Context: an optimization exercise on an open-source flow, tuned for small area, a short achievable clock period and few clock cycles. The choices shown serve that exercise and are no tape-out recipe.
The RTL was checked by simulation tests, not by an equivalence proof against the original design.

<file path="design/flow/constraint.sdc">
create_clock -name core_clock -period 4.5 [get_ports {CLK}]
set_input_delay 0.9000 -clock core_clock [delete_from_list [all_inputs] [get_ports {CLK}]]
set_output_delay 0.9000 -clock core_clock [all_outputs]
set_load 0.01 [all_outputs]
</file>
<file path="design/flow/design.v">
module JAM (
    input CLK,
    input RST,
    output [2:0] W,
    output [2:0] J,
    input [6:0] Cost,
    output [3:0] MatchCount,
    output [9:0] MinCost,
    output Valid
);
    localparam [3:0] P1 = 4'd0, CH = 4'd5, P2 = 4'd1, GAP = 4'd2, GAP3 = 4'd6, DFS = 4'd3, FIN = 4'd7, DONE = 4'd4;
    reg [3:0]  ph;
    reg [5:0]  t;           
    reg        qp;          
    reg [5:0]  tq;          
    reg        qv;          
    reg [6:0]  Creg;        
    reg        pend;        
    reg [6:0]  u [0:7];
    reg [6:0]  v [0:7];
    reg [63:0] tm;          
    reg [9:0]  lb0;         
    reg [9:0]  lb [1:6];    
    reg [10:0] S;           
    reg [10:0] A;           
    reg [6:0]  V;           
    reg [9:0]  best;
    reg [3:0]  cnt;
    reg [2:0]  js [0:6];    
    reg [2:0]  nj [0:6];    
    reg [6:0]  nr;          
    reg [6:0]  lastf;       
    reg [2:0]  PL;          
    reg        PLv;         
    reg [7:0]  used;
    reg [7:0]  Trow;        
    reg        jv;          
    reg        rd;          
    reg        upd;         
    reg [3:0]  pc;          
    reg [15:0] M4;          
    reg        f4v;         
    reg [11:0] qr;          
    reg        qv2;         
    reg        r2;          
    reg        g3;          
    reg        found;       
    assign Valid = (ph == DONE);
    assign MinCost = best;
    assign MatchCount = cnt;
    wire [2:0] hi = t[5:3];
    wire [2:0] lo = t[2:0];
    assign W = (ph == P2) ? lo : hi;
    assign J = (ph == P2) ? hi : lo;
    integer i, a, b;
    function [7:0] lowbit;
        input [7:0] m;
        begin
            lowbit = m & (~m + 8'd1);
        end
    endfunction
    function [6:0] pick;
        input [7:0] oh;
        input [55:0] vals;
        integer x;
        begin
            pick = 7'd0;
            for (x = 0; x < 8; x = x + 1) pick = pick | (vals[7*x +: 7] & {7{oh[x]}});
        end
    endfunction
    function [2:0] lowest;
        input [7:0] m;
        begin
            casez (m)
                8'b???????1: lowest = 3'd0;
                8'b??????10: lowest = 3'd1;
                8'b?????100: lowest = 3'd2;
                8'b????1000: lowest = 3'd3;
                8'b???10000: lowest = 3'd4;
                8'b??100000: lowest = 3'd5;
                8'b?1000000: lowest = 3'd6;
                default:     lowest = 3'd7;
            endcase
        end
    endfunction
    wire       indfs = (ph == DFS);
    wire [2:0] k = hi;
    wire [2:0] j = lo;
    wire [2:0] kp1 = k + 3'd1;
    wire [7:0] tb = Trow;                            
    wire [2:0] qhi = tq[5:3];
    wire [2:0] qlo = tq[2:0];
    wire [6:0] udn = u[indfs ? kp1 : lo];            
    wire       qfirst = (qlo == 3'd0);
    wire       qlast  = (qlo == 3'd7);
    wire       vlt = qfirst || Creg < V;
    wire       veq = !qfirst && Creg == V;
    wire [6:0] vmin = vlt ? Creg : V;
    wire [7:0] qbit = 8'd1 << qlo;
    wire [9:0] lb0s = lb0 + {3'd0, pend ? V : 7'd0};    
    reg  [7:0] color;
    integer g;
    always @(*) begin
        color = (ph == CH) ? tbn : tm[63:56];
        for (g = 0; g < 7; g = g + 1) color = color | tm[8*g +: 8];
    end
    wire [7:0] need = ~color;
    wire [7:0] needn = need & (8'hfe << hi);        
    wire [7:0] tbn = vlt ? qbit : veq ? (tb | qbit) : tb;
    wire       leaf = (k == 3'd7);
    wire [7:0] jbit = 8'd1 << j;
    wire [7:0] usedn = used | jbit;
    wire [7:0] above = 8'hfe << j;
    wire [7:0] Tk  = Trow;
    wire [7:0] Tk1 = tm[{kp1, 3'd0} +: 8];
    wire       sok = !S[10];
    wire [7:0] xa = {1'b0, A[6:0]};
    wire [7:0] xb = {1'b0, V};
    wire [7:0] xc = ~{1'b0, Cost};
    wire [7:0] cs_s = xa ^ xb ^ xc;
    wire [7:0] cs_c = (xa & xb) | (xa & xc) | (xb & xc);
    wire [8:0] geq = {1'b0, cs_s} + {cs_c, 1'b1};     
    wire [7:0] zs = xa ^ xb ^ {1'b0, Cost};             
    wire [7:0] zc = {(xa[6:0] & xb[6:0]) | ((xa[6:0] | xb[6:0]) & zs[6:0]), 1'b0};
    wire       abig = (A[10:7] != 4'd0);
    wire       eq = sok && !abig && (zs == zc) && !((xa[7] & xb[7]) | ((xa[7] | xb[7]) & zs[7]));
    wire       le = sok && (abig || geq[8]);
    wire [10:0] sgd = A + {4'd0, V} - {4'd0, Cost};    
    wire [10:0] adn = sgd + {4'd0, udn};                
    wire       nzk = sok && (S != 11'd0);
    wire [7:0] m0 = Tk & ~used & above & {8{sok}};
    wire [7:0] m1a = ~Tk & ~used & {8{nzk}};
    wire [7:0] m1b = m1a & above;
    wire       st_v = jv && (rd ? (m1b != 8'd0) : (m0 != 8'd0 || m1a != 8'd0));
    wire [7:0] st_m = rd ? m1b : (m0 != 8'd0) ? m0 : m1a;
    wire [2:0] st_j = lowest(st_m);
    wire       st_r = rd || (m0 == 8'd0);
    wire [7:0] d0 = Tk1 & ~usedn;
    wire       d0v = (d0 != 8'd0);
    wire [7:0] dn_m = d0v ? d0 : ~usedn;
    wire [2:0] dn_j = lowest(dn_m);
    wire       bulk = (k == 3'd3) && eq;
    function two;           
        input [7:0] m;
        begin
            two = (m[0] & (|m[7:1])) | (m[1] & (|m[7:2])) | (m[2] & (|m[7:3])) |
                  (m[3] & (|m[7:4])) | (m[4] & (|m[7:5])) | (m[5] & (|m[7:6])) |
                  (m[6] & m[7]);
        end
    endfunction
    reg  [7:0] drow, dcol, colany;
    integer e;
    always @(*) begin
        colany = 8'd0;
        for (e = 0; e < 8; e = e + 1) begin
            drow[e] = (e >= k) && ((tm[8*e +: 8] & ~used) == 8'd0);
            if (e >= k) colany = colany | tm[8*e +: 8];
        end
        dcol = ~used & ~colany;
    end
    wire       sz0 = (S == 11'd0);
    wire       sz1 = (S == 11'd1);
    wire       dead = (sz0 && (drow != 8'd0 || dcol != 8'd0)) || (sz1 && (two(drow) || two(dcol)));
    wire       desc = jv && !dead && !leaf && le && !(eq && (!d0v || k == 3'd3));
    wire       better = jv && !dead && leaf && le && !eq;
    wire       stay = st_v && !dead;
    reg  [7:0] fs [0:3];    
    reg  [7:0] rest;
    reg [15:0] M4n;         
    integer c, r, q;
    always @(*) begin
        rest = ~usedn;
        for (q = 0; q < 4; q = q + 1) begin
            for (c = 0; c < 8; c = c + 1) fs[q][c] = rest[c] && ((rest & ~(8'hff << c)) == 8'd0);
            rest = rest & ~fs[q];
        end
        for (r = 0; r < 4; r = r + 1)
            for (q = 0; q < 4; q = q + 1)
                M4n[4*r + q] = |(tm[8*(4+r) +: 8] & fs[q]);
    end
    function [2:0] perm3;
        input [15:0] m;
        input [1:0] x;
        reg [1:0] a, b, cc;
        reg [5:0] tt;
        begin
            a = (x == 2'd0) ? 2'd1 : 2'd0;
            b = (x <= 2'd1) ? 2'd2 : 2'd1;
            cc = (x == 2'd3) ? 2'd2 : 2'd3;
            tt[0] = m[4+a] & m[8+b] & m[12+cc];
            tt[1] = m[4+a] & m[8+cc] & m[12+b];
            tt[2] = m[4+b] & m[8+a] & m[12+cc];
            tt[3] = m[4+b] & m[8+cc] & m[12+a];
            tt[4] = m[4+cc] & m[8+a] & m[12+b];
            tt[5] = m[4+cc] & m[8+b] & m[12+a];
            perm3 = ({2'd0, tt[0]} + {2'd0, tt[1]} + {2'd0, tt[2]}) +
                    ({2'd0, tt[3]} + {2'd0, tt[4]} + {2'd0, tt[5]});
        end
    endfunction
    wire [2:0] q0 = M4[0] ? perm3(M4, 2'd0) : 3'd0;
    wire [2:0] q1 = M4[1] ? perm3(M4, 2'd1) : 3'd0;
    wire [2:0] q2 = M4[2] ? perm3(M4, 2'd2) : 3'd0;
    wire [2:0] q3 = M4[3] ? perm3(M4, 2'd3) : 3'd0;
    wire [3:0] p4 = ({1'b0, qr[2:0]} + {1'b0, qr[5:3]}) + ({1'b0, qr[8:6]} + {1'b0, qr[11:9]});
    wire [7:0] openl = {1'b0, ~lastf} & ~(8'hff << PL);    
    reg  [2:0] pl2;
    always @(*) begin
        pl2 = 3'd0;
        for (a = 0; a < 7; a = a + 1) if (openl[a]) pl2 = a;
    end
    reg  [7:0] freed;       
    always @(*) begin
        freed = 8'd0;
        for (b = 0; b < 7; b = b + 1)
            if (b >= PL && b < k) freed = freed | (8'd1 << js[b]);
    end
    wire [2:0] pj = nj[PL];
    wire [9:0] lbp = (PL == 3'd0) ? lb0 : lb[PL];
    wire [10:0] sp = {1'b0, best} - {1'b0, lbp};
    wire [10:0] ap = sp + {4'd0, u[PL]};
    wire [2:0] fj = (tm[7:0] != 8'd0) ? lowest(tm[7:0]) : 3'd0;
    wire [55:0] vall = {v[7], v[6], v[5], v[4], v[3], v[2], v[1], v[0]};
    wire [6:0] vst  = pick(lowbit(st_m), vall);
    wire [6:0] vpop = v[indfs ? pj : fj];
    wire [6:0] vstay = st_v ? vst : vpop;
    wire [6:0] vdown = pick(lowbit(dn_m), vall);
    always @(posedge CLK or posedge RST) begin
        if (RST) begin
            ph <= P1;
            t <= 6'd0;
            qv <= 1'b0;
        end else begin
            qv <= (ph == P1) || (ph == P2);
            case (ph)
                P1: begin
                    t <= t + 6'd1;
                    if (t == 6'd63) ph <= CH;
                end
                CH: begin
                    if (need != 8'd0) begin
                        ph <= P2;
                        t <= {lowest(need), 3'd0};
                    end else ph <= GAP3;
                end
                P2: begin
                    if (lo != 3'd7) t <= t + 6'd1;
                    else if (needn != 8'd0) t <= {lowest(needn), 3'd0};
                    else ph <= GAP;
                end
                GAP: ph <= GAP3;
                FIN: if (!f4v && !qv2) ph <= (found || r2) ? DONE : GAP3;
                GAP3: begin
                    ph <= DFS;
                    t <= {3'd0, fj};
                end
                DFS: begin
                    if (upd || better) ;
                    else if (desc) t <= {kp1, dn_j};
                    else if (stay) t <= {k, st_j};
                    else if (!PLv) ph <= (f4v || qv2 || (jv && !dead && bulk)) ? FIN :
                                        (found || r2 || (jv && !dead && leaf && le)) ? DONE : GAP3;
                    else t <= {PL, pj};
                end
                default: ;
            endcase
        end
    end
    always @(posedge CLK) begin
        Creg <= (ph == P2) ? Cost - udn : Cost;
        M4 <= M4n;
        if (ph == P1) g3 <= 1'b0;
        else if (ph == GAP3) begin
            g3 <= 1'b1;
            r2 <= g3;
        end
        if (qv2 && qr != 12'd0) found <= 1'b1;
        f4v <= indfs && jv && !dead && bulk && !upd;
        qr <= {q3, q2, q1, q0};
        qv2 <= f4v;
        pc <= qv2 ? p4 : 4'd0;
        qp <= (ph != P1);
        tq <= t;
        pend <= qv && qlast;
        if (pend) lb0 <= lb0s;
        if (qv) begin
            V <= vmin;
            Trow <= tbn;
            if (!qp) begin
                if (qhi == 3'd0) v[qlo] <= 7'd0;
                if (qlast) begin
                    u[qhi] <= vmin;
                    tm[8*qhi +: 8] <= tbn;
                end
                if (tq == 6'd0) lb0 <= 10'd0;
            end else begin
                if (qlast) begin
                    v[qhi] <= vmin;
                    for (i = 0; i < 8; i = i + 1) tm[8*i + qhi] <= tbn[i];
                end
            end
        end
        case (ph)
            GAP3: begin
                best <= g3 ? 10'h3ff : lb0s;
                S <= g3 ? {1'b0, ~lb0s} : 11'd0;
                A <= (g3 ? {1'b0, ~lb0s} : 11'd0) + {4'd0, u[0]};
                found <= 1'b0;
                V <= vpop;
                cnt <= 4'd0;
                used <= 8'd0;
                jv <= 1'b1;
                upd <= 1'b0;
                PLv <= 1'b0;
                rd <= (tm[7:0] == 8'd0);
                Trow <= tm[7:0];
            end
            DFS: begin
                if (k != 3'd0 && k != 3'd7) lb[k] <= best - S[9:0];
                if (upd) begin
                    best <= best - S[9:0];
                    cnt <= 4'd1;
                    upd <= 1'b0;
                end else if (better) begin
                    found <= 1'b1;
                    S <= sgd;
                    jv <= 1'b0;
                    upd <= 1'b1;
                end else begin
                    cnt <= cnt + pc + {3'd0, jv && !dead && leaf && eq};
                    if (jv && !dead && leaf && eq) found <= 1'b1;
                    if (desc) begin
                        S <= sgd;
                        A <= adn;
                        V <= vdown;
                        js[k] <= j;
                        nj[k] <= st_j;
                        nr[k] <= st_r;
                        lastf[k] <= !st_v;
                        if (st_v) begin
                            PL <= k;
                            PLv <= 1'b1;
                        end
                        used <= usedn;
                        Trow <= Tk1;
                        rd <= !d0v;
                        jv <= 1'b1;
                    end else if (stay) begin
                        V <= vstay;
                        rd <= st_r;
                        jv <= 1'b1;
                    end else begin
                        S <= sp;
                        A <= ap;
                        V <= vpop;
                        Trow <= tm[{PL, 3'd0} +: 8];
                        used <= used & ~freed;
                        rd <= nr[PL];
                        jv <= 1'b1;
                        PL <= pl2;
                        PLv <= (openl != 8'd0);
                    end
                end
            end
            FIN: cnt <= cnt + pc;
            default: ;
        endcase
    end
endmodule
</file>
<file path="design/flow/config.mk">
export PLATFORM = sky130hd
export DESIGN_NAME = JAM
export DESIGN_NICKNAME = JAM
export VERILOG_FILES = /design/flow/design.v
export SDC_FILE = /design/flow/constraint.sdc
export NUM_CORES = 4
export LEC_CHECK = 0
export CAP_MARGIN = 20
export CORE_MARGIN = 2
export CORE_UTILIZATION = 40
export PLACE_DENSITY = 0.6
export SLEW_MARGIN = 20
</file>
<file path="design/flow/run.sh">
#!/bin/bash
# synth_recipe.tcl (not shown) runs the flow's synth.tcl, then flattens the netlist and writes it again
# the make line also repeats each setting of config.mk as NAME=value (left out here)
make -C /OpenROAD-flow-scripts/flow DESIGN_CONFIG=/design/flow/config.mk WORK_HOME=/design/flow/orfs CLKGATE_MAP_FILE= SYNTH_SCRIPT=/design/flow/synth_recipe.tcl finish
</file>
==> impl_metrics.yaml <==
synthesis:
  syn_nets: 3432
  ys_dominant_reg_cell: "sky130_fd_sc_hd__edfxtp_1"
  yosysUniqueCellTypes: 107
  yosysWarningCount: 2
  synth-seq-area-share_pct: 39.01
  number_of_flops_mapped_to_enable_cells_by_yosys: 344
  synthDominantAreaCellType: "sky130_fd_sc_hd__edfxtp_1"
  synth_largest_type_area_fraction_pct: 33.14
  syn-cell-area_um2: 31170
  synth_register_bits: 433
  async_flop_share_pct: 2.309
  synthesis.instances: 3274
  synthesis.area_per_instance_um2: 9.522
  ys_top_cells_by_area: "sky130_fd_sc_hd__edfxtp_1, sky130_fd_sc_hd__dfxtp_1, sky130_fd_sc_hd__mux4_2"
critical_path:
  critical_path.endpoint_type: "register"
  critical_path.max_fanout: 11
  timing_worst_setup_path_type: "reg -> reg"
  timing.reg2reg.worst_path_depth: 16
  timing.critical_path.from_type: "register"
  worstPathArrival_ns: 4.93
  cp.required_ns: 5.01
sta:
  final.setup.tns_ns: 0
  fmax_mhz: 226.1
  final_setup_violation_count: 0
  fin_crit_sh_pct: 98.29
  post_route_skew_ns: 0.03090
  worst_pin_slew_ns: 1.135
  finalMaxSlewViolations: 0
  rsz0062_at_grt: "yes"
  worst_relative_slew_slack_pct: 23.83
  hold_viol: 0
  final_period_minus_worst_setup_slack_ns: 4.423
global_route:
  wire_length_of_the_first_global_routing_pass_um: 181300
  antenna_found_initial: 2
  first_global_vias: 27480
  grt_util_all_layers_pct: 29.71
  overflow_after_grt: 0
  largest_net_degree_at_the_start_of_global_routing: 66
detailed_routing:
  number_of_detailed_routing_iterations_run_before_antenna_repair: 11
  detail-route-antenna-nets: 0
  avgRoutedWirePerCell_um: 27.16
  post_drt_via_cell_ratio: 6.383
  detailroute.via_count: 28950
  initial_drt_markers: 3632
  post-route-drc-count: 0
  detail_route.wirelength_um: 123200
floorplanning:
  io_pins: 30
  core_area_um2: 77340
  num_rows: 102
  die_y_um: 283.2
  start_util_pct: 40.31
  die_width_um: 283.2
  design.die.area_um2: 80190
worst_hold_path:
  whs_path_depth: 0
  timing.hold.worst.class: "reg -> reg"
final_layout:
  number_of_antenna_diodes: 0
  area_growth_syn_to_layout_pct: 16.90
  drive_above_1_share_pct: 17.13
  finish.net_count: 3611
  final_cell_mix: "sky130_fd_sc_hd__edfxtp_1, sky130_fd_sc_hd__nor2_1, sky130_fd_sc_hd__buf_4, sky130_fd_sc_hd__nand2_1, sky130_fd_sc_hd__inv_1"
  layout.core_utilization_pct: 47.12
  layout_commonest_cell: "sky130_fd_sc_hd__edfxtp_1"
  stdcell_count: 4536
placement:
  routabilityCongestion: 1.054
  place.port_buffers: 29
  dp.cells: 4434
  detailed_place_hpwl_um: 93620
clock_network:
  later_pin_clock_latency_in_the_skew_report_ns: 0.64
  clock_tree.buffer_depth: 3
  cts.sinks: 433
  htreeDepth: 2
  cts_inserted_buffers: 51
  cts_tree: "built"
  clock-root-buffer: "sky130_fd_sc_hd__clkbuf_16"
  path_clk_slew_ns: 0.07
run:
  timing.max_cap.violations: 0
status:
  outcome: "complete, no violations"
==> cells in the mapped netlist, types with 18 or more instances <==
master,n
sky130_fd_sc_hd__edfxtp_1,344
sky130_fd_sc_hd__nor2_1,312
sky130_fd_sc_hd__nand2_1,286
sky130_fd_sc_hd__inv_1,193
sky130_fd_sc_hd__a21oi_1,191
sky130_fd_sc_hd__o21ai_0,172
sky130_fd_sc_hd__clkbuf_1,164
sky130_fd_sc_hd__ha_1,114
sky130_fd_sc_hd__mux2i_1,89
sky130_fd_sc_hd__nand3_1,87
sky130_fd_sc_hd__a22oi_1,79
sky130_fd_sc_hd__dfxtp_1,79
sky130_fd_sc_hd__nor3_1,79
sky130_fd_sc_hd__a221oi_1,66
sky130_fd_sc_hd__mux4_2,66
sky130_fd_sc_hd__a31oi_1,63
sky130_fd_sc_hd__xnor2_1,57
sky130_fd_sc_hd__and2_1,44
sky130_fd_sc_hd__mux2_2,41
sky130_fd_sc_hd__nor2b_1,40
sky130_fd_sc_hd__a211oi_1,38
sky130_fd_sc_hd__fa_1,35
sky130_fd_sc_hd__o22ai_1,35
sky130_fd_sc_hd__and3_1,31
sky130_fd_sc_hd__nand4_1,29
sky130_fd_sc_hd__nand2b_1,28
sky130_fd_sc_hd__nor4_1,28
sky130_fd_sc_hd__a21o_1,27
sky130_fd_sc_hd__o211ai_1,24
sky130_fd_sc_hd__a221o_1,23
sky130_fd_sc_hd__buf_2,22
sky130_fd_sc_hd__a22o_1,19
sky130_fd_sc_hd__o32ai_1,19
sky130_fd_sc_hd__a222oi_1,18
sky130_fd_sc_hd__buf_1,18
sky130_fd_sc_hd__o21bai_1,18
==> per-layer routing <==
metal | part of all wire (%) | vias up | track usage [%]
li1 | - | 12830 | -
met1 | 40 | 13880 | 39.03
met2 | 44 | 1796 | 46.32
met3 | 9.8 | 444 | 5.386
met4 | 6.6 | 0 | 16.56
met5 | 0 | - | 0
==> stage by stage <==
stage	worst slack [ns]	area (um^2)	hold WS (ns)
3_3_place_gp	-0.2667	34450	0.3340
4_1_cts	0.01984	36310	0.3585
2_1_floorplan	0.0004095	31250	0.3317
6_report	0.07686	36440	0.3595
5_1_grt	-0.01495	36440	0.3615
3_5_place_dp	-0.3487	34450	0.3485
==> sequential cells by signal, indices dropped and copies added (netlist names), 3 cells and up, named ones only <==
name and flops:
A 11, Creg 7, M4 16, PL 3, S 11, Trow 8, V 7, best 10
cnt 4, js 21, lastf 7, lb 60, lb0 10, nj 21, nr 7, pc 4
ph 3, qr 12, t 6, tm 64, tq 6, u 56, used 8, v 56
==> logic make-up after synthesis <==
logic type | Yosys count | synth area share, %
and+or+nand+nor | 1047 | 16.00
AOI/OAI and AO/OA | 964 | 21.73
DFF | 433 | 39.01
buffers and inverters | 408 | 5.133
muxes | 199 | 9.223
adders and majority gates | 150 | 6.855
xor gates and xnor gates | 73 | 2.051
==> layout make-up <==
class	instances	area, um^2
clock inverters	29	376.6
fillers	7378	40900
multi-input cells	2433	17620
clock buffers	67	1474
flip-flops and latches	433	12170
repair buffers	336	2749
well taps	1040	1301
inverters	198	743.2
==> worst paths after layout <==
kind / end / startpoint / slack [ns]
min in group asynchronous: t[2]$_DFFE_PP0P_ / RST / 0.77
setup reg to reg: t[4]$_DFFE_PP0P_ / t[3]$_DFFE_PP0P_ / 0.08
hold / removal: qv2$_DFF_P_ / f4v$_DFF_P_ / 0.36
setup / recovery: t[4]$_DFFE_PP0P_ / t[3]$_DFFE_PP0P_ / 0.08
hold reg to reg: qv2$_DFF_P_ / f4v$_DFF_P_ / 0.36
max in group asynchronous: t[3]$_DFFE_PP0P_ / RST / 3.34
==> critical path, stage by stage (launching register included) <==
cell and delay [ns]:
sky130_fd_sc_hd__dfrtp_2 0.43, sky130_fd_sc_hd__inv_2 0.09, sky130_fd_sc_hd__ha_1 0.35, sky130_fd_sc_hd__buf_12 0.17, sky130_fd_sc_hd__mux4_2 0.55, sky130_fd_sc_hd__mux2_2 0.35
sky130_fd_sc_hd__and2_4 0.19, sky130_fd_sc_hd__a2111o_1 0.44, sky130_fd_sc_hd__nor2_4 0.22, sky130_fd_sc_hd__nor2b_4 0.07, sky130_fd_sc_hd__o21ai_4 0.23, sky130_fd_sc_hd__buf_4 0.16
sky130_fd_sc_hd__nor3_2 0.04, sky130_fd_sc_hd__buf_4 0.18, sky130_fd_sc_hd__and2_0 0.14, sky130_fd_sc_hd__a2111o_1 0.39, sky130_fd_sc_hd__mux2_2 0.26
==> repair_timing <==
action | in CTS | in global routing
hold buffers | 0 | 0
endpoints found under the setup margin | 6 | 75
resized for setup | 1 | 18
setup buffers | 0 | 6
endpoints found under the hold margin | 0 | 0
pin swaps | 0 | 2
Testbench counts, summed over its fixed seeds: cycles 7,709.

==> re-timing with driven ports <==
How much do the figures lean on ideal ports? The routed layout below was timed once more, with nothing changed but the port constraints.
Step 1 (the two cells are an assumption about what drives the block):
set clk [get_ports {CLK}]
set_driving_cell -lib_cell sky130_fd_sc_hd__clkbuf_16 $clk
set_driving_cell -lib_cell sky130_fd_sc_hd__buf_2 [delete_from_list [all_inputs] $clk]
Step 2 also shifts input and output timing later by t, the mid clock arrival at the registers, as if the neighbouring blocks saw the same clock.
a / b / c = no drivers / after step 1 / after step 2; a / b = the first two.
t, ns: 0.689
slack for setup (ns): 0.077 / 0.077 / -0.405
slew at the worst register clock pin (ns): 0.07 / 0.07
Met with ideal ports but missed after step 2: setup timing in this run. For this run, drivers alone change the setup slack by 0.000 ns; drivers and shift together by -0.482 ns.
